Background: an optimization exercise with open tools, aiming at small area. Do not read the settings as production practice.
Only simulation tests tie the RTL to the original design; equivalence was not proved.
No run shown here takes its clock network from TritonCTS; it comes from the design's own scripts or RTL.
The clock port is modelled as an ideal driver, which makes a skipped or thinned clock tree look cheaper than it is; a real chip needs a root buffer or a tree.
Power and IR drop assume default switching activity.

[flow/config.mk]
export PLATFORM = sky130hd
export DESIGN_NAME = Timer_PWM_Generator
export DESIGN_NICKNAME = Timer_PWM_Generator
export VERILOG_FILES = /design/flow/design.v
export SDC_FILE = /design/flow/constraint.sdc
export NUM_CORES = 4
export LEC_CHECK = 0
export CAP_MARGIN = 20
export CORE_MARGIN = 2
export CORE_UTILIZATION = 40
export SLEW_MARGIN = 20
[flow/constraint.sdc]
create_clock -name core_clock -period 4.0 [get_ports {clk}]
set_input_delay 0.8000 -clock core_clock [delete_from_list [all_inputs] [get_ports {clk}]]
set_output_delay 0.8000 -clock core_clock [all_outputs]
set_load 0.01 [all_outputs]
[flow/design.v]
module Timer_NormalMode(
    input wire clk,
    input wire reset,
    output reg irq_timer
);
    reg [15:0] lfsr;
    wire low_zero = ~|lfsr[14:0];
    wire feedback = lfsr[15] ^ lfsr[13] ^ lfsr[12] ^ lfsr[10] ^ low_zero;
    always @(posedge clk or posedge reset) begin
        if (reset) begin
            lfsr <= 16'b0;
            irq_timer <= 1'b0;
        end else begin
            lfsr <= {lfsr[14:0], feedback};
            irq_timer <= lfsr[15] & low_zero;   
        end
    end
endmodule
module Fast_PWM(
    input wire clk,
    input wire reset,
    input wire [15:0] timer_top,
    input wire [15:0] pwm_cnta,
    input wire [15:0] pwm_cntb,
    output reg pwm_outa,
    output reg pwm_outb
);
    function ltn(input [15:0] na, input [15:0] b);
        integer i;
        reg r;
        begin
            r = 1'b0;
            for (i = 0; i < 16; i = i + 1)
                r = (na[i] & b[i]) | (na[i] & r) | (b[i] & r);
            ltn = r;
        end
    endfunction
    reg [15:0] cnt_n;
    always @(posedge clk or posedge reset) begin
        if (reset) begin
            cnt_n <= 16'hFFFF;
            pwm_outa <= 0;
            pwm_outb <= 0;
        end else begin
            cnt_n <= ltn(cnt_n, timer_top) ? cnt_n - 1'b1 : 16'hFFFF;
            pwm_outa <= ltn(cnt_n, pwm_cnta);
            pwm_outb <= ltn(cnt_n, pwm_cntb);
        end
    end
endmodule
module PhaseCorrectPWM(
    input wire clk,
    input wire reset,
    input wire [15:0] top,
    input wire [15:0] pwm_a,
    input wire [15:0] pwm_b,
    output reg pwm_outa,
    output reg pwm_outb
);
    function ltn(input [15:0] na, input [15:0] b);
        integer i;
        reg r;
        begin
            r = 1'b0;
            for (i = 0; i < 16; i = i + 1)
                r = (na[i] & b[i]) | (na[i] & r) | (b[i] & r);
            ltn = r;
        end
    endfunction
    reg [15:0] cnt_n;
    reg direction;  
    reg [16:0] t;
    integer i;
    always @(*) begin
        t[0] = 1'b1;
        for (i = 0; i < 16; i = i + 1)
            t[i+1] = t[i] & ~(cnt_n[i] ^ direction);
    end
    wire up_ok = ltn(cnt_n, top);
    wire move = direction ? ~t[16] : up_ok;
    always @(posedge clk or posedge reset) begin
        if (reset) begin
            cnt_n <= 16'hFFFF;
            direction <= 0;
            pwm_outa <= 0;
            pwm_outb <= 0;
        end else begin
            if (move) cnt_n <= cnt_n ^ t[15:0];
            else direction <= ~direction;
            pwm_outa <= ltn(cnt_n, pwm_a);
            pwm_outb <= ltn(cnt_n, pwm_b);
        end
    end
endmodule
module Timer_PWM_Generator(
    input wire clk,                 
    input wire reset,               
    input wire [1:0] TMR_SRC,       
    input wire [1:0] TMR_MODE,      
    input wire [15:0] TIMER_TOP,    
    input wire [15:0] PWM_CNTA,     
    input wire [15:0] PWM_CNTB,     
    output wire PWM_OUTA,           
    output wire PWM_OUTB,           
    output wire timer_interrupt     
);
    wire irq_timer_normal;
    wire pwm_outa_fast, pwm_outb_fast;
    wire pwm_outa_phase, pwm_outb_phase;
    Timer_NormalMode normal_mode_inst (
        .clk(clk),
        .reset(reset),
        .irq_timer(irq_timer_normal)
    );
    Fast_PWM fast_pwm_inst (
        .clk(clk),
        .reset(reset),
        .pwm_outa(pwm_outa_fast),
        .pwm_outb(pwm_outb_fast),
        .timer_top(TIMER_TOP),
        .pwm_cnta(PWM_CNTA),
        .pwm_cntb(PWM_CNTB)
    );
    PhaseCorrectPWM phase_pwm_inst (
        .clk(clk),
        .reset(reset),
        .top(TIMER_TOP),
        .pwm_a(PWM_CNTA),
        .pwm_b(PWM_CNTB),
        .pwm_outa(pwm_outa_phase),
        .pwm_outb(pwm_outb_phase)
    );
    assign PWM_OUTA = TMR_MODE[0] ? (~TMR_MODE[1] & pwm_outa_fast)
                                  : ( TMR_MODE[1] & pwm_outa_phase);
    assign PWM_OUTB = TMR_MODE[0] ? (~TMR_MODE[1] & pwm_outb_fast)
                                  : ( TMR_MODE[1] & pwm_outb_phase);
    assign timer_interrupt = ~TMR_MODE[0] & ~TMR_MODE[1] & irq_timer_normal;
endmodule
[flow/flow/run.sh]
#!/bin/bash
# Own layout flow: the standard synthesis script, except that ABC maps the
# logic with an area-oriented script (flow/area.abc); then the standard ORFS
# steps, with small port buffers and a clock tree without dummy loads.
set -euo pipefail
W=$(pwd)
F=$W/flow
mkdir -p $W/myflow
# synth.tcl with the ABC script replaced
sed 's#^\(\s*\)log_cmd abc {\*}\$abc_args#\1set abc_args [lreplace $abc_args 1 1 '"$F"'/area.abc]\n\1log_cmd abc {*}$abc_args#' \
  $FLOW_HOME/scripts/synth.tcl > $W/myflow/synth.tcl
grep -q "area.abc" $W/myflow/synth.tcl
sed 's#\$::env(SCRIPTS_DIR)/synth.tcl#'"$W"'/myflow/synth.tcl#' $W/synth_recipe.tcl > $W/myflow/synth_recipe.tcl
grep -q "myflow/synth.tcl" $W/myflow/synth_recipe.tcl

KNOBS=()
[[ -f $F/knobs.txt ]] && mapfile -t KNOBS < <(grep -v '^#' $F/knobs.txt | grep . | sed "s|@FLOW@|$F|g")

make -C $FLOW_HOME DESIGN_CONFIG=$W/config.mk WORK_HOME=$W/orfs CLKGATE_MAP_FILE= \
  SYNTH_SCRIPT=$W/myflow/synth_recipe.tcl "${KNOBS[@]}" finish > $W/make_finish.log 2>&1
R=$W/orfs/results/$FLOW_PLATFORM/Timer_PWM_Generator/base
: # left out here: write the final layout as DEF
[flow/flow/area.abc]
strash; &get -n; &fraig -x; &put; scorr; dc2; dretime; strash; &get -n; &dch -f; &nf -R 1000; &put
[flow/flow/clock.tcl]
proc clock_tree_synthesis {args} {
  set block [ord::get_db_block]
  set db [ord::get_db]
  set n $::env(MYCLK_N)
  set master [$db findMaster $::env(MYCLK_CELL)]
  set clk [[$block findBTerm clk] getNet]
  set sinks {}
  foreach it [$clk getITerms] {
    if { [$it isInputSignal] } {
      set box [[$it getInst] getBBox]
      lappend sinks [list [expr {([$box xMin] + [$box xMax]) / 2}] \
        [expr {([$box yMin] + [$box yMax]) / 2}] $it]
    }
  }
  set total [llength $sinks]
  set cap [expr {($total + $n - 1) / $n}]
  # start from strips along x, then balanced k-means: each sink goes to the
  # nearest centre that still has room, sinks taken in order of distance
  set sinks [lsort -integer -index 0 $sinks]
  set centres {}
  for {set g 0} {$g < $n} {incr g} {
    set grp [lrange $sinks [expr {$g * $total / $n}] [expr {($g + 1) * $total / $n - 1}]]
    set sx 0; set sy 0
    foreach s $grp { incr sx [lindex $s 0]; incr sy [lindex $s 1] }
    lappend centres [list [expr {$sx / [llength $grp]}] [expr {$sy / [llength $grp]}]]
  }
  for {set iter 0} {$iter < 20} {incr iter} {
    set pairs {}
    set k 0
    foreach s $sinks {
      for {set g 0} {$g < $n} {incr g} {
        set c [lindex $centres $g]
        set d [expr {abs([lindex $s 0] - [lindex $c 0]) + abs([lindex $s 1] - [lindex $c 1])}]
        lappend pairs [list $d $k $g]
      }
      incr k
    }
    set pairs [lsort -integer -index 0 $pairs]
    array unset asg
    array unset cnt
    for {set g 0} {$g < $n} {incr g} { set cnt($g) 0 }
    foreach p $pairs {
      lassign $p d k g
      if { [info exists asg($k)] || $cnt($g) >= $cap } { continue }
      set asg($k) $g
      incr cnt($g)
    }
    set new {}
    for {set g 0} {$g < $n} {incr g} {
      set sx 0; set sy 0; set m 0
      for {set k 0} {$k < $total} {incr k} {
        if { $asg($k) == $g } {
          incr sx [lindex [lindex $sinks $k] 0]; incr sy [lindex [lindex $sinks $k] 1]; incr m
        }
      }
      if { $m > 0 } { lappend new [list [expr {$sx / $m}] [expr {$sy / $m}]] } else { lappend new [lindex $centres $g] }
    }
    set centres $new
  }
  for {set g 0} {$g < $n} {incr g} {
    set buf [odb::dbInst_create $block $master "clkbuf_leaf_${g}_clk"]
    set net [odb::dbNet_create $block "clknet_leaf_${g}_clk"]
    $net setSigType CLOCK
    set m 0
    for {set k 0} {$k < $total} {incr k} {
      if { $asg($k) == $g } {
        set it [lindex [lindex $sinks $k] 2]
        $it disconnect
        $it connect $net
        incr m
      }
    }
    [$buf findITerm A] connect $clk
    [$buf findITerm X] connect $net
    lassign [lindex $centres $g] cx cy
    $buf setLocation $cx $cy
    $buf setPlacementStatus PLACED
    puts "clock buffer $g: $m sinks at $cx $cy"
  }
  $clk setSigType CLOCK
  global_connect
  set_propagated_clock [all_clocks]
}
[flow/flow/knobs.txt]
# extra make variables for the ORFS run, one per line (@FLOW@ is this folder)
BUFFER_PORTS_ARGS=-buffer_cell sky130_fd_sc_hd__buf_1
ADDER_MAP_FILE=
PRE_CTS_TCL=@FLOW@/clock.tcl
MYCLK_N=2
MYCLK_CELL=sky130_fd_sc_hd__clkbuf_16
[flow/standard.sh]
#!/bin/bash
# synth_recipe.tcl (not shown) runs the flow's synth.tcl, then flattens the netlist and writes it again
# the make line also repeats each setting of config.mk as NAME=value (left out here)
make -C /OpenROAD-flow-scripts/flow DESIGN_CONFIG=/design/flow/config.mk WORK_HOME=/design/flow/orfs CLKGATE_MAP_FILE= SYNTH_SCRIPT=/design/flow/synth_recipe.tcl "${@:-finish}"
==> results.py, run 1 <==
metrics = {
    "run_status": {
        "status": "finished clean",
    },
    "detailed_routing": {
        "wirelength_um": 7382,
        "vias_per_cell": 5.776,
        "final_antenna_net_count": 0,
        "vias": 2703,
        "dr.pass1.iters": 4,
        "drc": 0,
        "drtIter0Drc": 205,
        "wire_per_inst_um": 15.77,
    },
    "sta": {
        "hold_viol": 0,
        "finalSetupViolCount": 0,
        "whs_ps": 381.1,
        "tightest_slew_ps": 840.8,
        "clock.fmax_mhz": 286.0,
        "relSlewSlack_pct": 43.87,
        "tns_ps": 0,
        "skew_ps": 9.237,
        "slew_violations": 0,
        "rsz0062_at_grt": "false",
        "period_share_pct": 87.42,
        "fin_crit_ps": 3497,
    },
    "pwr": {
        "power.density_mw_per_mm2": 324.6,
        "leakage_nw": 1.162,
        "seq_power_share_pct": 60.7,
        "p_sw_mw": 0.3183,
        "peakVddDrop_mv": 0.2334,
        "p_comb_share_pct": 18.0,
        "power.internal_mw": 0.7970,
        "p_sw_share_pct": 28.54,
        "clkPwrFrac_pct": 21.3,
    },
    "worst_setup_path": {
        "cp.required_ps": 4100,
        "crit_type": "in -> reg",
        "cp_max_fo": 5,
        "cp.arrival_ps": 3600,
        "end_kind": "flip-flop",
        "cp-start-kind": "primary input",
    },
    "final_layout": {
        "syn_to_final_growth_pct": 13.42,
        "multi_input_area_mm2": 0.001627,
        "fillers": 755,
        "final_layout_size_suffix_gt1_share_pct": 10.57,
        "fin_nets": 425,
        "fin_cells": 468,
        "n_antenna_cell": 0,
        "seq_area_mm2": 0.001391,
    },
    "worst_hold_path": {
        "hp-class": "reg -> reg",
    },
    "cts": {
        "cts_hold_buf": 0,
        "post_cts_resized": 0,
        "clk_pin_slew_ps": 100,
        "cts_setup_buffers": 0,
        "clk_latency_ps": 170,
    },
    "logic_synthesis": {
        "synthAdderAreaFrac_pct": 0,
        "yosysSeqAreaShare_pct": 45.93,
        "synth_cell_types": 31,
        "muxShareOfSynthArea_pct": 1.115,
        "synthSimpleGateAreaFrac_pct": 14.66,
        "ys_warn_count": 3,
        "synth_top_family_by_area": "compound AO/OA/AOI/OAI gates",
        "avgSynthCellArea_um2": 9.803,
        "synthXorXnorAreaFrac_pct": 8.385,
        "syn-num-nets": 363,
        "synth_seq_cells": 54,
        "syn_inst": 309,
        "syn_area_mm2": 0.003029,
        "synth-compound-area-share_pct": 29.53,
    },
    "floorplan": {
        "die_area_mm2": 0.008285,
        "start_util_pct": 41.54,
        "num_rows": 31,
        "die_x_um": 91.02,
        "die_y_um": 91.02,
        "io_pins": 57,
        "core_mm2": 0.007292,
    },
    "grt": {
        "grt_overflow": 0,
        "grt_max_degree": 40,
        "antenna_found_initial": 0,
        "grt_pass1_vias": 2493,
        "grt_usage_pct": 17.77,
        "grt_pass1_wl_um": 12610,
    },
    "flow_run": {
        "max_cap_viol_count": 0,
    },
    "placement": {
        "numPlacedInstances": 466,
        "gp_congestion": 0.8307,
        "hpwl_um": 5552,
        "place.port_buffers": 54,
    },
}
## per-layer routing
metal | vias to the layer above | routed length (um) | track usage [%]
li1 | 1353 | - | -
met1 | 1291 | 3622 | 26.58
met2 | 56 | 3317 | 28.64
met3 | 3 | 396 | 2.656
met4 | 0 | 46 | 1.136
met5 | - | 0 | 0
## cells by family (layout without fill, tap and decap cells)
group	Yosys count	in the layout
AOI/OAI and AO/OA	131	131
and+or+nand+nor	89	89
DFF	54	54
xor gates and xnor gates	29	29
muxes	3	3
buffers and inverters	3	63
## final timing paths
path | slack (ps) | start | cells after the start | end
min reg2reg | 380 | normal_mode_inst.lfsr[8] | 0 | normal_mode_inst.lfsr[9]
min | 380 | normal_mode_inst.lfsr[8] | 0 | normal_mode_inst.lfsr[9]
max in group asynchronous | 2410 | reset | 3 | phase_pwm_inst.cnt_n[14]
max | 500 | TIMER_TOP[1] | 20 | phase_pwm_inst.cnt_n[13]
min in group asynchronous | 780 | reset | 2 | normal_mode_inst.lfsr[11]
max reg2reg | 620 | phase_pwm_inst.cnt_n[1] | 19 | phase_pwm_inst.cnt_n[13]
## cell type report
type	instances	area share, %
multi-input cells	252	47.34
flip-flops and latches	54	40.50
repair buffers	58	6.773
well taps	99	3.605
plain buffers	2	1.457
inverters	3	0.3277
## cells in the mapped netlist
cell type,number,area (um^2)
a21oi_1,20,100.1
a31oi_1,1,6.260
nor4_1,4,25.02
or3_1,1,6.260
nand3b_1,5,37.54
nand2_1,19,71.32
o22a_1,1,8.760
and3_1,2,12.51
dfstp_2,32,840.8
a221oi_1,14,122.6
o21ai_0,18,90.09
and2_0,3,18.77
a22oi_1,31,232.7
dfrtp_1,22,550.5
a222oi_1,1,10.01
or4_1,2,15.01
mux2_1,3,33.78
xnor2_1,19,166.4
nor3_1,6,30.03
nand4_1,1,6.260
o221ai_1,13,113.9
nor2_1,25,93.84
or2_0,4,25.02
xor2_1,10,87.58
clkinv_1,3,11.26
nand3_1,5,25.02
o31ai_1,2,15.01
o22ai_1,28,175.2
nand2b_1,11,68.82
a221o_1,2,20.02
nor4b_1,1,8.760
## worst max-delay path: stages
cell and delay (ps):
buf_1 140, a22oi_1 100, o21ai_0 160, o221ai_1 140
a21oi_1 150, a221oi_1 70, nor2_1 110, a221oi_1 50
o21ai_0 180, o221ai_1 130, a21oi_1 140, a221oi_1 60
nor3_1 310, a21oi_1 120, buf_4 170, nor2_1 190
nand2_1 150, nor2_1 180, nand2_1 90, xnor2_1 130
## per-stage QoR
| stage | instance area (um^2) | power (mW) | worst slack [ps] | util, % |
|---|---|---|---|---|
| finish | 3436 | 1.115 | 503.0 | 47.12 |
| detailed placement | 3386 | 0.8860 | 309.1 | 46.43 |
| global route | 3436 | 1.188 | 157.9 | 47.12 |
| global placement | 3386 | 0.8805 | 346.9 | 46.43 |
| floorplan | 3029 | 0.8034 | 822.5 | - |
| CTS | 3436 | 1.126 | 483.0 | 47.12 |
## state kept, by name, summed over array words and instances (netlist names)
| register | cells |
|---|---|
| normal_mode_inst.irq_timer | 1 |
| phase_pwm_inst.pwm_outa | 1 |
| fast_pwm_inst.cnt_n | 16 |
| fast_pwm_inst.pwm_outb | 1 |
| phase_pwm_inst.cnt_n | 16 |
| normal_mode_inst.lfsr | 16 |
| phase_pwm_inst.direction | 1 |
| fast_pwm_inst.pwm_outa | 1 |
| phase_pwm_inst.pwm_outb | 1 |
## power groups by stage
stage | sequential (mW) | combinational (mW) | clock, mW
3_5_place_dp | 0.687 | 0.199 | 0
4_1_cts | 0.677 | 0.201 | 0.248
2_1_floorplan | 0.662 | 0.141 | 0
3_3_place_gp | 0.686 | 0.195 | 0
6_report | 0.677 | 0.201 | 0.238
5_1_grt | 0.688 | 0.230 | 0.270
## cell usage in the layout (no fill, tap or decap)
cell       Yosys  routed
a21oi_1       20      20
a221o_1        2       2
a221oi_1      14      14
a222oi_1       1       1
a22oi_1       31      31
a31oi_1        1       1
and2_0         3       3
and3_1         2       2
buf_1          0      54
buf_4          0       4
clkbuf_16      0       2
clkinv_1       3       2
dfrtp_1       22      22
dfstp_2       32      32
inv_2          0       1
mux2_1         3       3
nand2_1       19      19
nand2b_1      11      11
nand3_1        5       5
nand3b_1       5       5
nand4_1        1       1
nor2_1        25      25
nor3_1         6       6
nor4_1         4       4
nor4b_1        1       1
o21ai_0       18      18
o221ai_1      13      13
o22a_1         1       1
o22ai_1       28      28
o31ai_1        2       2
or2_0          4       4
or3_1          1       1
or4_1          2       2
xnor2_1       19      19
xor2_1        10      10
==> run 2, diff against run 1 <==
==> flow/flow/area.abc (replaced) <==
strash; dc2; &get -n; &dch -f; &nf -R 1000; &put; strash; dc2; &get -n; &dch -f; &nf -R 1000; &put
--- a/flow/flow/knobs.txt
+++ b/flow/flow/knobs.txt
@@ -6 +6,6 @@
 MYCLK_CELL=sky130_fd_sc_hd__clkbuf_16
+CORE_UTILIZATION=70
+PLACE_DENSITY=0.85
+SLEW_MARGIN=0
+CAP_MARGIN=0
+GPL_TIMING_DRIVEN=0
==> results.py, run 2 <==
metrics = {
    "sta": {
        "tightest_slew_ps": 1116,
        "tns_ps": 0,
        "skew_ps": 9.232,
        "fin_crit_ps": 3656,
        "whs_ps": 378.9,
        "clock.fmax_mhz": 273.5,
        "slew_violations": 0,
        "setup_slack_ps": 343.7,
        "rsz0062_at_grt": "false",
        "hold_viol": 0,
        "relSlewSlack_pct": 25.33,
        "period_share_pct": 91.41,
        "finalSetupViolCount": 0,
    },
    "worst_setup_path": {
        "cp_max_fo": 5,
        "max_stage_delay_ps": 390,
        "cpLargestDelayFamily": "compound AO/OA/AOI/OAI gates",
        "r2r-start": "fast_pwm_inst.cnt_n[1]",
        "cp.required_ps": 4100,
        "reg2reg_setup_slack_ps": 400,
        "worstPathBufferInverterCount": 1,
        "cp.arrival_ps": 3760,
        "crit_type": "in -> reg",
        "crit_path_top_delay_cell": "or3_4",
        "end_kind": "flip-flop",
        "reg2reg_depth": 10,
        "r2r-end": "fast_pwm_inst.cnt_n[15]",
        "cp-start-kind": "primary input",
        "path_cells": "buf_1, a22oi_1, o21ai_0, o221ai_1, a21oi_1, a221oi_1, o21ai_0, o221ai_1, a21oi_1, a221oi_1, nor2_1, a221oi_1, nor2_1, o21a_1, a21o_1, nand2_1, or3_4, nor2_2, o21ai_0, xnor2_1",
    },
    "pwr": {
        "p_sw_share_pct": 27.94,
        "leakage_nw": 1.122,
        "power.internal_mw": 0.7941,
        "peakVddDrop_mv": 0.4197,
        "p_comb_share_pct": 18.3,
        "power.density_mw_per_mm2": 331.1,
        "p_sw_mw": 0.3079,
        "clkPwrFrac_pct": 20.8,
        "seq_power_share_pct": 60.9,
    },
    "worst_hold_path": {
        "min_path_cells": 0,
        "hp-start": "normal_mode_inst.lfsr[11]",
        "hp-class": "reg -> reg",
        "holdPathEnd": "normal_mode_inst.lfsr[12]",
    },
    "logic_synthesis": {
        "syn_area_mm2": 0.003004,
        "avgSynthCellArea_um2": 9.660,
        "synth.area.top_cells": "dfstp_2 (28%), dfrtp_1 (18%), a22oi_1 (7.5%), o22ai_1 (6.2%), a221oi_1 (5.2%)",
        "synth_ff_type": "dfstp_2",
        "synth_edf_count": 0,
        "synth.most_common_cell": "dfstp_2",
        "async_reset_ff_share_pct": 100.0,
        "yosysSeqAreaShare_pct": 46.31,
        "synth_cell_types": 26,
        "synth_seq_cells": 54,
        "syn-num-nets": 365,
        "syn_inst": 311,
        "ys_warn_count": 3,
        "synth_commonest_cells": "dfstp_2 (32), a22oi_1 (30), o22ai_1 (30), nor2_1 (28)",
        "netlist.area_leader.share_pct": 27.99,
        "synth_top_cell_by_area": "dfstp_2",
    },
    "floorplan": {
        "io_pins": 57,
        "core_mm2": 0.004058,
        "die_area_mm2": 0.004832,
        "die_y_um": 69.51,
        "start_util_pct": 74.04,
        "die_x_um": 69.51,
        "num_rows": 23,
    },
    "placement": {
        "hpwl_um": 5098,
        "gp_congestion": 0.9584,
        "place.port_buffers": 54,
        "dp_slack_ps": 104.0,
    },
    "grt": {
        "grt_usage_pct": 28.92,
        "grt_pass1_wl_um": 11880,
        "antenna_found_initial": 0,
        "grt_overflow": 0,
        "grt_pass1_vias": 2713,
        "grt_max_degree": 55,
    },
    "detailed_routing": {
        "wire_per_inst_um": 16.61,
        "final_antenna_net_count": 0,
        "drc": 0,
        "wirelength_um": 6927,
        "drtIter0Drc": 262,
        "vias_per_cell": 6.827,
        "vias": 2847,
        "dr.pass1.iters": 4,
    },
    "final_layout": {
        "top_regs": "fast_pwm_inst.cnt_n x16, normal_mode_inst.lfsr x16, phase_pwm_inst.cnt_n x16",
        "final_layout_size_suffix_gt1_share_pct": 10.08,
        "most-common-layout-cells": "buf_1 (54), dfstp_2 (32), a22oi_1 (30), o22ai_1 (30), nor2_1 (27)",
        "syn_to_final_growth_pct": 10.79,
        "fin_nets": 423,
        "n_antenna_cell": 0,
        "final_common_cell": "buf_1",
    },
    "flow_run": {
        "max_cap_viol_count": 0,
    },
    "cts": {
        "clk_pin_slew_ps": 110,
        "clk_latency_ps": 170,
    },
    "run_status": {
        "status": "finished clean",
    },
}
-- run 2: cell types whose count changed after synthesis, moves of 3 or more --
cell      delta
a221oi_1     +4
clkinv_1     +3
nand2b_1     -7
nand3_1      +3
nand3b_1     -4
nor2_1       +3
o21ai_0      +4
or3_1        +6
xnor2_1      -8
xor2_1       +5
-- run 2: kinds of logic (layout without fill, tap and decap cells) --
| kind of cell | count (synthesis) | count (layout) | share of synthesized area (%) |
|---|---|---|---|
| flops | 54 | 54 | 46.31 |
| mux | 4 | 4 | 1.499 |
| simple gates | 85 | 85 | 13.54 |
| compound gates | 136 | 136 | 30.32 |
| buf+inv | 6 | 62 | 0.7496 |
| xor+xnor | 26 | 26 | 7.580 |
-- run 2: metrics by stage --
stage | std cells | power (mW) | utilization [%] | instance area (um^2)
2_1_floorplan | 311 | 0.8007 | - | 3004
3_3_place_gp | 415 | 0.8696 | 80.57 | 3269
3_5_place_dp | 415 | 0.8787 | 80.60 | 3271
4_1_cts | 417 | 1.103 | 81.84 | 3321
5_1_grt | 417 | 1.160 | 82.02 | 3328
6_report | 417 | 1.102 | 82.02 | 3328
-- run 2: power groups by stage --
stage	clock [mW]	combinational [mW]	sequential, mW
floorplan	0	0.141	0.660
detailed placement	0	0.200	0.679
finish	0.229	0.202	0.671
CTS	0.233	0.201	0.669
global route	0.249	0.232	0.678
global placement	0	0.192	0.678
-- run 2: what timing repair did --
action / in CTS / in global routing
resized for setup: 0 / 2
hold buffers: 0 / 0
setup endpoints to repair: 0 / 1
buffers inserted: 0 / 0
-- run 2: worst max path at each step --
stage | from | end | slack (ps) | depth (start not counted)
4_1_cts | TIMER_TOP[1] | phase_pwm_inst.cnt_n[13] | 270 | 20
5_1_grt | TIMER_TOP[1] | phase_pwm_inst.cnt_n[13] | 9 | 20
2_1_floorplan | fast_pwm_inst.cnt_n[1] | fast_pwm_inst.cnt_n[15] | 720 | 10
3_3_place_gp | TIMER_TOP[1] | phase_pwm_inst.cnt_n[13] | 220 | 20
3_5_place_dp | TIMER_TOP[1] | phase_pwm_inst.cnt_n[13] | 100 | 20
6_report | TIMER_TOP[1] | phase_pwm_inst.cnt_n[13] | 340 | 20
-- run 2: metal layers --
| layer | vias to the layer above | global-route usage, % | share of wire, % |
|---|---|---|---|
| li1 | 1348 | - | - |
| met4 | 0 | 5.882 | 1.5 |
| met5 | - | 0 | 0 |
| met1 | 1349 | 39.96 | 43 |
| met3 | 11 | 1.890 | 6.0 |
| met2 | 139 | 50.75 | 50 |
-- run 2: layout make-up --
class                      count  area [um^2]
tap                           50        62.56
timing repair buffer          54        202.7
multi-input combinational    251         1598
fill                         264        729.5
inverter                       6        23.77
buffer                         2        50.05
sequential                    54         1391
==> run 3, diff against run 2 <==
--- a/flow/flow/run.sh
+++ b/flow/flow/run.sh
@@ -2,4 +2,8 @@
 # Own layout flow: the standard synthesis script, except that ABC maps the
-# logic with an area-oriented script (flow/area.abc); then the standard ORFS
-# steps, with small port buffers and a clock tree without dummy loads.
+# logic with an area-oriented script (flow/area.abc) and no adder cells are
+# extracted; then the standard ORFS steps with the make variables in
+# flow/knobs.txt: buf_1 port buffers, a denser floorplan, and flow/clock.tcl
+# in place of TritonCTS (one level of clock buffers fed by the clock port).
+# Logs: make_finish.log (all of make's output; ORFS's per-step logs are under
+# orfs/logs) and write_def.log.
 set -euo pipefail
==> results.py, run 3 <==
metrics = {
    "run_status": {
        "status": "finished clean",
    },
    "worst_setup_path": {
        "cp.arrival_ps": 3760,
        "cp_max_fo": 5,
        "r2r-end": "fast_pwm_inst.cnt_n[15]",
        "cp.required_ps": 4100,
        "r2r-start": "fast_pwm_inst.cnt_n[1]",
        "end_kind": "flip-flop",
        "path_cells": "buf_1, a22oi_1, o21ai_0, o221ai_1, a21oi_1, a221oi_1, o21ai_0, o221ai_1, a21oi_1, a221oi_1, nor2_1, a221oi_1, nor2_1, o21a_1, a21o_1, nand2_1, or3_4, nor2_2, o21ai_0, xnor2_1",
        "crit_path_top_delay_cell": "or3_4",
        "reg2reg_setup_slack_ps": 400,
        "cp-start-kind": "primary input",
        "crit_type": "in -> reg",
        "max_stage_delay_ps": 390,
        "reg2reg_depth": 10,
    },
    "sta": {
        "rsz0062_at_grt": "false",
        "clock.fmax_mhz": 273.5,
        "hold_viol": 0,
        "fin_crit_ps": 3656,
        "period_share_pct": 91.41,
        "setup_slack_ps": 343.7,
        "skew_ps": 9.232,
        "slew_violations": 0,
        "relSlewSlack_pct": 25.33,
        "tns_ps": 0,
        "finalSetupViolCount": 0,
        "tightest_slew_ps": 1116,
    },
    "placement": {
        "place.port_buffers": 54,
        "dp_slack_ps": 104.0,
        "hpwl_um": 5098,
        "gp_congestion": 0.9584,
        "numPlacedInstances": 415,
    },
    "detailed_routing": {
        "wire_per_inst_um": 16.61,
        "drtIter0Drc": 262,
        "final_antenna_net_count": 0,
        "wirelength_um": 6927,
        "drc": 0,
        "vias_per_cell": 6.827,
        "dr.pass1.iters": 4,
        "vias": 2847,
    },
    "logic_synthesis": {
        "yosysSeqAreaShare_pct": 46.31,
        "synth_seq_cells": 54,
        "synth.most_common_cell": "dfstp_2",
        "synth_cell_types": 26,
        "async_reset_ff_share_pct": 100.0,
        "synth_edf_count": 0,
        "synth.area.top_cells": "dfstp_2 (28%), dfrtp_1 (18%), a22oi_1 (7.5%), o22ai_1 (6.2%), a221oi_1 (5.2%)",
        "syn_inst": 311,
        "avgSynthCellArea_um2": 9.660,
        "syn-num-nets": 365,
        "ys_warn_count": 3,
        "synth_top_cell_by_area": "dfstp_2",
        "netlist.area_leader.share_pct": 27.99,
        "syn_area_mm2": 0.003004,
        "synth_commonest_cells": "dfstp_2 (32), a22oi_1 (30), o22ai_1 (30), nor2_1 (28)",
        "synth_ff_type": "dfstp_2",
    },
    "floorplan": {
        "start_util_pct": 74.04,
        "num_rows": 23,
        "die_area_mm2": 0.004832,
        "core_mm2": 0.004058,
        "die_y_um": 69.51,
        "die_x_um": 69.51,
        "io_pins": 57,
    },
    "pwr": {
        "power.density_mw_per_mm2": 331.1,
        "peakVddDrop_mv": 0.4197,
        "p_total_mw": 1.102,
        "leakage_nw": 1.122,
    },
    "final_layout": {
        "top_regs": "fast_pwm_inst.cnt_n x16, normal_mode_inst.lfsr x16, phase_pwm_inst.cnt_n x16",
        "final_common_cell": "buf_1",
        "syn_to_final_growth_pct": 10.79,
        "final_layout_size_suffix_gt1_share_pct": 10.08,
        "fin_cells": 417,
        "fin_nets": 423,
        "utilization_pct": 82.02,
        "most-common-layout-cells": "buf_1 (54), dfstp_2 (32), a22oi_1 (30), o22ai_1 (30), nor2_1 (27)",
        "fillers": 264,
        "n_antenna_cell": 0,
    },
    "grt": {
        "grt_max_degree": 55,
        "grt_usage_pct": 28.92,
        "grt_pass1_vias": 2713,
        "grt_pass1_wl_um": 11880,
        "antenna_found_initial": 0,
        "grt_overflow": 0,
    },
    "worst_hold_path": {
        "holdPathEnd": "normal_mode_inst.lfsr[12]",
        "hp-class": "reg -> reg",
        "hp-start": "normal_mode_inst.lfsr[11]",
        "min_path_cells": 0,
    },
    "cts": {
        "cts_hold_buf": 0,
        "post_cts_resized": 0,
        "clk_latency_ps": 170,
        "cts_setup_buffers": 0,
        "clk_pin_slew_ps": 110,
    },
    "flow_run": {
        "max_cap_viol_count": 0,
    },
}
## run 3: worst max-delay path, delay by kind of cell
kind	cells	cell delay (ps)
buf+inv	1	150
xor+xnor	1	150
compound gates	13	1660
simple gates	5	980
## run 3: layout make-up
type                            count  area (um^2)  area share [%]
Multi-Input combinational cell    251         1598           48.01
Timing Repair Buffer               54        202.7           6.090
Tap cell                           50        62.56           1.880
Sequential cell                    54         1391           41.80
Inverter                            6        23.77          0.7143
Buffer                              2        50.05           1.504
## run 3: how the worst max path moves through the flow
stage,end,cells after the start,slack (ps),from
after global placement,phase_pwm_inst.cnt_n[13],20,220,TIMER_TOP[1]
after detailed placement,phase_pwm_inst.cnt_n[13],20,100,TIMER_TOP[1]
after floorplan,fast_pwm_inst.cnt_n[15],10,720,fast_pwm_inst.cnt_n[1]
final,phase_pwm_inst.cnt_n[13],20,340,TIMER_TOP[1]
after global routing,phase_pwm_inst.cnt_n[13],20,9,TIMER_TOP[1]
after CTS,phase_pwm_inst.cnt_n[13],20,270,TIMER_TOP[1]
## run 3: kinds of logic after synthesis
kind of cell,share of synthesized area (%)
mux,1.499
simple gates,13.54
buf+inv,0.7496
xor+xnor,7.580
compound gates,30.32
flops,46.31
## run 3: stage by stage
stage | hold WS [ps] | cell area (um^2)
6_report | 378.9 | 3328
5_1_grt | 394.0 | 3328
4_1_cts | 387.3 | 3321
3_5_place_dp | 360.0 | 3271
3_3_place_gp | 358.7 | 3269
2_1_floorplan | 354.0 | 3004
## run 3: where the power goes
part | leakage [nW] | switching (mW) | total (mW) | internal (mW)
combinational | 0.523 | 0.104 | 0.202 | 0.0983
clock | 0.0246 | 0.137 | 0.229 | 0.0925
sequential | 0.575 | 0.0676 | 0.671 | 0.603
## run 3: routing by layer
| metal | global-route usage (%) | up-vias | routed length, um |
|---|---|---|---|
| met5 | 0 | - | 0 |
| met4 | 5.882 | 0 | 101 |
| met3 | 1.890 | 11 | 417 |
| met2 | 50.75 | 139 | 3460 |
| met1 | 39.96 | 1349 | 2948 |
| li1 | - | 1348 | - |

==> afterwards: timing with drivers on the ports <==
In the flow no input, the clock included, has a driving cell. The finished layouts below were timed again as built, in two steps.
Step 1 (the two cells are an assumption about what drives the block):
set clk [get_ports {clk}]
set_driving_cell -lib_cell sky130_fd_sc_hd__clkbuf_16 $clk
set_driving_cell -lib_cell sky130_fd_sc_hd__buf_2 [delete_from_list [all_inputs] $clk]
Step 2 moves the port delays by t, midway between the first and last clock arrival at a register: inputs arrive t later, outputs are due t later. That takes back most of the time a late clock gives input paths.
a / b / c = ideal / step 1 / step 2; a / b = the first two.
run	t, ns	setup slack, ns	slew at the worst register clock pin (ns)	worst slew at a driven data input, ns	cell pins on the clock port's net
run 1	0.214	0.503 / 0.529 / 0.315	0.11 / 0.11	0.05	2
run 2	0.208	0.344 / 0.370 / 0.161	0.11 / 0.11	0.04	2
run 3	0.208	0.344 / 0.370 / 0.161	0.11 / 0.11	0.04	2
After both steps every run listed still meets setup and hold. For run 1, which loses most, drivers alone change the setup slack by +0.026 ns; drivers and shift together by -0.188 ns.
